From an optimization exercise on the open Yosys and OpenROAD flow, aimed at small area; shortcuts taken in it are not production practice. At most, simulation tests tie the RTL to the original design; equivalence was not proved.

## CORDIC_tanInv_sqrt
module CORDIC_tanInv_sqrt(
    output [15:0] X0,
    output [15:0] Y0,
    output [15:0] Z0,
    input  [15:0] Xin,
    input  [15:0] Yin,
    input  [15:0] Zin,
    input  clk
);
For scale: roughly 1900 cells after synthesis, about 840 flip-flops, roughly 97 I/O pins, ~0.030 sq mm of cells after synthesis.
Settings: LEC_CHECK=0, CAP_MARGIN=20, CORE_MARGIN=2, CORE_UTILIZATION=30, SLEW_MARGIN=20, SYNTH_HIERARCHICAL=1; clock period 7.0 ns.
standard.sh (not shown) runs the stock make flow with config.mk's settings and CLKGATE_MAP_FILE= SYNTH_SCRIPT=/design/flow/synth_recipe.tcl, a recipe that flattens the netlist after the stock synthesis.
==> flow/flow/run.sh <==
#!/bin/bash
# Own flow: the standard layout with the smallest buffer as the port buffer and
# a clock tree without dummy loads.
set -euo pipefail
bash standard.sh BUFFER_PORTS_ARGS="-buffer_cell sky130_fd_sc_hd__buf_1" \
  CTS_ARGS="-sink_clustering_enable -repair_clock_nets -buf_list sky130_fd_sc_hd__clkbuf_4 -sink_clustering_size 10 -sink_clustering_max_diameter 40 -dont_use_dummy_load" finish > standard_flow.log 2>&1
Next try:
==> flow/run.sh (new file) <==
#!/bin/bash
# synth_recipe.tcl (not shown) runs the flow's synth.tcl, then flattens the netlist and writes it again
# the make line also repeats each setting of config.mk as NAME=value (left out here)
make -C /OpenROAD-flow-scripts/flow DESIGN_CONFIG=/design/flow/config.mk WORK_HOME=/design/flow/orfs CLKGATE_MAP_FILE= SYNTH_SCRIPT=/design/flow/synth_recipe.tcl finish
ABC_AREA = 1   (was default)
CORE_UTILIZATION = 60   (was 30)
CTS_BUF_LIST = sky130_fd_sc_hd__clkbuf_8   (was default)
CTS_CLUSTER_DIAMETER = 40   (was default)
CTS_CLUSTER_SIZE = 20   (was default)
removed: flow/flow/run.sh
removed: flow/standard.sh
After rerunning: The changed run went through all stages and came out clean; via count goes up by 4.2%; design area goes up by 4.8%; register-to-register slack is about the same; non-clock buffer count goes down by 5; sequential cell count stays the same.

---

CORDIC_tanInv_sqrt again, from the RTL that the note above started with.
## CORDIC_tanInv_sqrt
module CORDIC_tanInv_sqrt(
    output [15:0] X0,
    output [15:0] Y0,
    output [15:0] Z0,
    input  [15:0] Xin,
    input  [15:0] Yin,
    input  [15:0] Zin,
    input  clk
);
Settings: LEC_CHECK=0, CAP_MARGIN=20, CORE_MARGIN=2, CORE_UTILIZATION=70, SLEW_MARGIN=20, SYNTH_HIERARCHICAL=1; clock period 7.0 ns.
==> flow/flow/run.sh <==
#!/bin/bash
# Own flow: the standard layout with the smallest buffer as the port buffer and
# a clock tree without dummy loads.
set -euo pipefail
bash standard.sh BUFFER_PORTS_ARGS="-buffer_cell sky130_fd_sc_hd__buf_1" \
  CTS_ARGS="-sink_clustering_enable -repair_clock_nets -buf_list sky130_fd_sc_hd__clkbuf_4 -sink_clustering_size 10 -sink_clustering_max_diameter 40 -dont_use_dummy_load" finish > standard_flow.log 2>&1
Change:
==> flow/flow/run.sh (replaced) <==
#!/bin/bash
# Own flow: the standard layout, but with the smallest buffer as the port buffer.
set -euo pipefail
bash standard.sh BUFFER_PORTS_ARGS="-buffer_cell sky130_fd_sc_hd__buf_1" finish > standard_flow.log 2>&1
- ABC_AREA: unset -> 1
- CORE_UTILIZATION: 70 -> 45
- CTS_BUF_LIST: unset -> sky130_fd_sc_hd__clkbuf_8
- CTS_CLUSTER_DIAMETER: unset -> 50
- CTS_CLUSTER_SIZE: unset -> 16
Result:
- clock skew is lower by 41 ps
- die area is higher by about 56%
- fmax falls by 0.53%
- core utilization came out lower by 25 points
- area after synthesis rose by 0.73%
Change:
==> flow/flow/run.sh (replaced) <==
#!/bin/bash
# Own flow: the standard layout with the smallest buffer as the port buffer and
# a clock tree without dummy loads.
set -euo pipefail
bash standard.sh BUFFER_PORTS_ARGS="-buffer_cell sky130_fd_sc_hd__buf_1" \
  CTS_ARGS="-sink_clustering_enable -repair_clock_nets -buf_list sky130_fd_sc_hd__clkbuf_4 -sink_clustering_size 10 -sink_clustering_max_diameter 60 -dont_use_dummy_load" finish > standard_flow.log 2>&1
- ABC_AREA: 1 -> unset
- CORE_UTILIZATION: 45 -> 70
- CTS_BUF_LIST: sky130_fd_sc_hd__clkbuf_8 -> unset
- CTS_CLUSTER_DIAMETER: 50 -> unset
- CTS_CLUSTER_SIZE: 16 -> unset
After rerunning: Cell count drops by 13%; setup slack is about the same; sequential share of layout area climbs by 2.4 points; critical path depth does not change; synthesized cell count drops by 3.2%; die area drops by 36%; cell area drops by 4.5%; utilization climbs by 25 points.
Change:
==> flow/flow/run.sh (replaced) <==
#!/bin/bash
# Own flow: the standard layout with the smallest buffer as the port buffer and
# a clock tree without dummy loads.
set -euo pipefail
bash standard.sh BUFFER_PORTS_ARGS="-buffer_cell sky130_fd_sc_hd__buf_1" \
  CTS_ARGS="-sink_clustering_enable -repair_clock_nets -buf_list sky130_fd_sc_hd__clkbuf_4 -sink_clustering_size 10 -sink_clustering_max_diameter 40 -dont_use_dummy_load" finish > standard_flow.log 2>&1
- CORE_UTILIZATION: 70 -> 80
=> Synthesized cell count stays the same. Wire length goes up by about 10%. Cell area hardly moves. Global-route usage goes up by 4.5 points. Maximum frequency goes down by about 0.54%.

---

## build 34
CORDIC_tanInv_sqrt, a different RTL version from the one above (not shown whole).
Size: ~97 I/O pins.
Settings: LEC_CHECK=0, CAP_MARGIN=20, CORE_MARGIN=2, CORE_UTILIZATION=45, CTS_BUF_LIST=sky130_fd_sc_hd__clkbuf_8, CTS_CLUSTER_DIAMETER=50, CTS_CLUSTER_SIZE=16, SLEW_MARGIN=20; clock period 7.0 ns.
run.sh (not shown) runs the stock make flow with config.mk's settings and CLKGATE_MAP_FILE= SYNTH_SCRIPT=/design/flow/synth_recipe.tcl, a recipe that flattens the netlist after the stock synthesis.
Stock flow here: none of the scripts above is used.
The final layout from build 34, which completed every stage, passed the timing, DRC and antenna checks at the end of the flow.
The inputs of build 39 differ from those of build 34 as listed below.
Settings: changing CTS_BUF_LIST from sky130_fd_sc_hd__clkbuf_8 to sky130_fd_sc_hd__clkbuf_4; removing CTS_CLUSTER_SIZE (formerly 16); removing CTS_CLUSTER_DIAMETER (formerly 50).
## What came out
- Against build 34 as the reference, build 39 delivers a higher length of routed met2 wiring.
- Comparing multi-input combinational area share for build 39 and build 34, the bigger number came from build 34.
- In the final reports, the cell area of build 39 is larger than that of build 34.
- Build 39 supports a lower top clock frequency than build 34.
- The area overhead of the layout relative to synthesis of build 39 is higher than that of build 34.
No functional check of the RTL was part of any run of this note.

---

== build 9 ==
CORDIC_tanInv_sqrt with an RTL version that a note above also has.
Size: roughly 1900 cells after synthesis, roughly 840 flip-flops, roughly 97 I/O pins, roughly 31000 µm² of cells after synthesis.
clock: 7.0 ns
lec_check: 0
abc_area: 1
cap_margin: 20
core_margin: 2
core_utilization: 45
cts_buf_list: sky130_fd_sc_hd__clkbuf_8
cts_cluster_diameter: 50
cts_cluster_size: 16
slew_margin: 20
synth_hierarchical: 1
standard.sh (not shown) runs the stock make flow with config.mk's settings and CLKGATE_MAP_FILE= SYNTH_SCRIPT=/design/flow/synth_recipe.tcl, a recipe that flattens the netlist after the stock synthesis.
==> flow/flow/run.sh <==
#!/bin/bash
# Own flow: the standard layout with the smallest buffer as the port buffer and
# a clock tree without dummy loads.
set -euo pipefail
bash standard.sh BUFFER_PORTS_ARGS="-buffer_cell sky130_fd_sc_hd__buf_1" \
  CTS_ARGS="-sink_clustering_enable -repair_clock_nets -buf_list sky130_fd_sc_hd__clkbuf_4 -sink_clustering_size 10 -sink_clustering_max_diameter 40 -dont_use_dummy_load" finish > standard_flow.log 2>&1
Build 9 reached the final stage; the timing, DRC and antenna checks on its layout passed.
Relative to build 9, the following input files were edited for trial 76:
==> flow/run.sh (new file) <==
#!/bin/bash
# synth_recipe.tcl (not shown) runs the flow's synth.tcl, then flattens the netlist and writes it again
# the make line also repeats each setting of config.mk as NAME=value (left out here)
make -C /OpenROAD-flow-scripts/flow DESIGN_CONFIG=/design/flow/config.mk WORK_HOME=/design/flow/orfs CLKGATE_MAP_FILE= SYNTH_SCRIPT=/design/flow/synth_recipe.tcl finish
removed: flow/flow/run.sh
removed: flow/standard.sh
Results
Trial 76 -> build 9: global-route usage flat
After detailed routing, build 9 needs less wire than trial 76.
Trial 76 packs its core tighter than build 9.
On fraction of layout instances using a drive strength above 1, the lower figure sits with build 9, not trial 76.
Going from build 9 to trial 76, maximum fanout along the worst path +1, post-detailed-route wirelength per cell shows a reduction of 0.71%, met2 wirelength from detailed routing up 90 µm.

---

== oak ==
Starting RTL as in the previous note.
==> flow/design.v (excerpt) <==
module CORDIC_tanInv_sqrt(
    output [15:0] X0,
    output [15:0] Y0,
    output [15:0] Z0,
    input  [15:0] Xin,
    input  [15:0] Yin,
    input  [15:0] Zin,
    input  clk
);
    wire t1;
    wire t2;
    wire t3;
    wire t4;
    wire t5;
    wire t6;
    wire t7;
    wire t8;
    wire t9;
    wire t10;
    wire t11;
    wire t12;
    wire t13;
    wire t14;
    wire t15;
    wire s16;
    wire c16;
    wire s17;
    wire c17;
    wire s18;
    wire c18;
    wire s19;
    wire c19;
    wire s20;
    wire c20;
    wire s21;
    wire c21;
    wire s22;
    wire c22;
    wire s23;
    wire c23;
    wire s24;
    wire c24;
    wire s25;
    wire c25;
    wire s26;
    wire c26;
    wire s27;
    wire c27;
    wire s28;
    wire c28;
    wire s29;
    wire c29;
    wire s30;
    wire c30;
    wire t31;
    wire t32;
    wire t33;
    wire t34;
    wire t35;
    wire t36;
    wire t37;
    wire t38;
    wire t39;
    wire t40;
    wire t41;
    wire t42;
    wire t43;
    wire t44;
    wire t45;
    wire t46;
    wire s47;
    wire c47;
    wire s48;
    wire c48;
    wire s49;
    wire c49;
    wire s50;
    wire c50;
    wire s51;
    wire c51;
    wire s52;
    wire c52;
    wire s53;
    wire c53;
    wire s54;
    wire c54;
    wire s55;
    wire c55;
    wire s56;
    wire c56;
    wire s57;
    wire c57;
    wire s58;
    wire c58;
    wire s59;
    wire c59;
    wire s60;
    wire c60;
    wire s61;
    wire c61;
    wire t62;
    wire nn63;
    wire s64;
    wire c64;
    wire s65;
    wire c65;
    wire s66;
    wire c66;
    wire s67;
    wire c67;
    wire s68;
    wire c68;
    wire s69;
    wire c69;
    wire s70;
  ...
clock: 7.0 ns
lec_check: 0
abc_area: 1
cap_margin: 20
core_margin: 2
core_utilization: 45
cts_buf_list: sky130_fd_sc_hd__clkbuf_8
cts_cluster_diameter: 50
cts_cluster_size: 16
slew_margin: 20
synth_hierarchical: 1
==> flow/flow/run.sh <==
#!/bin/bash
# Own flow: the standard layout with the smallest buffer as the port buffer and
# a clock tree without dummy loads.
set -euo pipefail
bash standard.sh BUFFER_PORTS_ARGS="-buffer_cell sky130_fd_sc_hd__buf_1" \
  CTS_ARGS="-sink_clustering_enable -repair_clock_nets -buf_list {sky130_fd_sc_hd__clkbuf_2 sky130_fd_sc_hd__clkbuf_4} -sink_clustering_size 10 -sink_clustering_max_diameter 40 -dont_use_dummy_load" finish > standard_flow.log 2>&1
Inputs modified between oak and pine:
==> flow/flow/run.sh <==
#!/bin/bash
# Own flow: the standard layout with the smallest buffer as the port buffer and
# a clock tree without dummy loads.
set -euo pipefail
bash standard.sh BUFFER_PORTS_ARGS="-buffer_cell sky130_fd_sc_hd__buf_1" \
  CTS_ARGS="-sink_clustering_enable -repair_clock_nets -buf_list sky130_fd_sc_hd__clkbuf_4 -sink_clustering_size 11 -sink_clustering_max_diameter 45 -dont_use_dummy_load" finish > standard_flow.log 2>&1
==> flow/config.mk <==
export PLATFORM = sky130hd
export DESIGN_NAME = CORDIC_tanInv_sqrt
export DESIGN_NICKNAME = CORDIC_tanInv_sqrt
export VERILOG_FILES = /design/flow/design.v
export SDC_FILE = /design/flow/constraint.sdc
export NUM_CORES = 4
export LEC_CHECK = 0
export CAP_MARGIN = 20
export CORE_MARGIN = 2
export CORE_UTILIZATION = 60
export SLEW_MARGIN = 20
export SYNTH_HIERARCHICAL = 1
Findings:
pine has more setup slack than oak. oak has lower share of synthesized cell area in full adder, half adder and majority cells than pine. Summary of pine over oak: flip-flop and latch count ~0 delta; number of global-route vias before repair -about 4%; via density per instance +7.2%. In summary, pine completed successfully, with a layout that passed the timing, DRC and antenna checks.
### pine -> birch
==> flow/flow/run.sh <==
#!/bin/bash
# Own flow: the standard layout with the smallest buffer as the port buffer and
# a clock tree without dummy loads.
set -euo pipefail
bash standard.sh BUFFER_PORTS_ARGS="-buffer_cell sky130_fd_sc_hd__buf_1" \
  CTS_ARGS="-sink_clustering_enable -repair_clock_nets -buf_list sky130_fd_sc_hd__clkbuf_4 -sink_clustering_size 10 -sink_clustering_max_diameter 40 -dont_use_dummy_load" finish > standard_flow.log 2>&1
-- flow/config.mk --
<<< pine, line 6
export NUM_CORES = 4
export LEC_CHECK = 0
export CAP_MARGIN = 20
export CORE_MARGIN = 2
export CORE_UTILIZATION = 60
export SLEW_MARGIN = 20
export SYNTH_HIERARCHICAL = 1
>>> birch, line 6
export NUM_CORES = 4
export LEC_CHECK = 0
export CAP_MARGIN = 10
export CORE_MARGIN = 2
export CORE_UTILIZATION = 70
export SLEW_MARGIN = 10
export SYNTH_HIERARCHICAL = 1
==> run notes <==
- Going from pine to birch, the post-route fraction of the period consumed by the critical path was found to have gone down by 0.38 points.
- The final design instance area without fill of pine and that of birch are within noise of each other.
- [birch] worst clock skew on the final layout fell 0.0085 ns relative to pine
- Compared with pine, in birch post-route worst hold slack +0.0078 ns; shortest clock period the worst path allows after layout -0.027 ns; number of hold buffers added after cts ~0 delta.
- [compare] base=pine new=birch: worst setup slack rose 0.027 ns; share of the core filled with cells in the final layout rose 10 points; post-route met1 wirelength fell 150 µm.
#### Input delta (maple over birch)
-- flow/config.mk --
<<< birch, line 6
export NUM_CORES = 4
export LEC_CHECK = 0
export CAP_MARGIN = 10
export CORE_MARGIN = 2
export CORE_UTILIZATION = 70
export SLEW_MARGIN = 10
export SYNTH_HIERARCHICAL = 1
>>> maple, line 6
export NUM_CORES = 4
export LEC_CHECK = 0
export CAP_MARGIN = 20
export CORE_MARGIN = 2
export CORE_UTILIZATION = 45
export GPL_TIMING_DRIVEN = 0
export SLEW_MARGIN = 20
export SYNTH_HIERARCHICAL = 1
[summary]
On count of clock-buffer cells in the layout: maple sits above birch. Higher setup slack goes to birch over maple. From birch to maple the numbers moved as follows: total detailed-routing wirelength went down by 0.35%, cell count after synthesis was more or less identical, area inside the core boundary went up by about 56%. In the flow results for maple and birch, the final hold slack is larger on birch. From birch to maple the numbers moved as follows: routed wirelength normalized by instance count has decreased, part of the cycle the worst path needs has increased, wire length of the first global-routing pass moved up.
The following lists how cedar was set up differently from maple:
-- flow/config.mk --
<<< maple, line 8
export CAP_MARGIN = 20
export CORE_MARGIN = 2
export CORE_UTILIZATION = 45
export GPL_TIMING_DRIVEN = 0
export SLEW_MARGIN = 20
export SYNTH_HIERARCHICAL = 1
>>> cedar, line 8
export CAP_MARGIN = 20
export CORE_MARGIN = 2
export CORE_UTILIZATION = 60
export SLEW_MARGIN = 20
export SYNTH_HIERARCHICAL = 1
==> comparison <==
cedar went all the way through the flow, and no timing, DRC or antenna check failed. The area of the die in cedar is 0.75 times that in maple. maple and cedar ended up with roughly the same final-layout clock-cell area share. NOTE: met3 usage in cedar exceeds that of maple. maple → cedar: design area decreased by 3.4% relative to the old numbers, required time at the endpoint of the critical path lost 0.11 ns, worst setup slack rose by 0.038 ns, average vias per placed instance has increased, minimum clock period now sits lower. cedar vs maple, endpoint of the worst setup timing path: y12_15$_DFF_P_ vs y14_15$_DFF_P_.

==> afterwards: timing with drivers on the ports <==
Ports are ideal in the flow. The routed layouts listed here were re-timed in OpenROAD. Step 1 assumes that a clkbuf_16 drives the clock port and a buf_2 every other input. Step 2 moves the port delays by t, midway between the first and last clock arrival at a register: inputs arrive t later, outputs are due t later. That takes back most of the time a late clock gives input paths. Three values: ideal, step 1, step 2; two values: the first two.
run	t, ns	setup WS [ns]	hold WS [ns]	worst register clock-pin slew, ns	worst data-port slew with drivers (ns)
the first run of note 1	0.893	0.231 / 0.231 / 0.231	0.303 / 0.303 / 0.303	0.10 / 0.10	0.04
the second run of note 1	0.736	0.244 / 0.244 / 0.244	0.321 / 0.321 / 0.321	0.10 / 0.10	0.04
the first run of note 2	0.838	0.246 / 0.246 / 0.246	0.310 / 0.310 / 0.310	0.11 / 0.11	0.04
the second run of note 2	0.712	0.210 / 0.210 / 0.210	0.312 / 0.312 / 0.312	0.10 / 0.10	0.04
the third run of note 2	0.848	0.212 / 0.212 / 0.212	0.277 / 0.277 / 0.277	0.11 / 0.11	0.04
the fourth run of note 2	0.837	0.175 / 0.175 / 0.175	0.272 / 0.272 / 0.272	0.10 / 0.10	0.04
build 34	0.724	0.309 / 0.309 / 0.309	0.329 / 0.329 / 0.329	0.09 / 0.09	0.04
build 39	1.040	0.284 / 0.284 / 0.284	0.284 / 0.284 / 0.284	0.07 / 0.07	0.04
build 9	0.879	0.198 / 0.198 / 0.198	0.280 / 0.280 / 0.280	0.11 / 0.11	0.04
trial 76	0.710	0.173 / 0.173 / 0.173	0.308 / 0.308 / 0.308	0.09 / 0.09	0.04
oak	0.879	0.198 / 0.198 / 0.198	0.280 / 0.280 / 0.280	0.11 / 0.11	0.04
pine	0.848	0.219 / 0.219 / 0.219	0.302 / 0.302 / 0.302	0.12 / 0.12	0.03
birch	0.838	0.246 / 0.246 / 0.246	0.310 / 0.310 / 0.310	0.11 / 0.11	0.04
maple	0.879	0.206 / 0.206 / 0.206	0.289 / 0.289 / 0.289	0.11 / 0.11	0.04
cedar	0.842	0.244 / 0.244 / 0.244	0.259 / 0.259 / 0.259	0.11 / 0.11	0.03
After both steps every run listed still meets setup and hold.
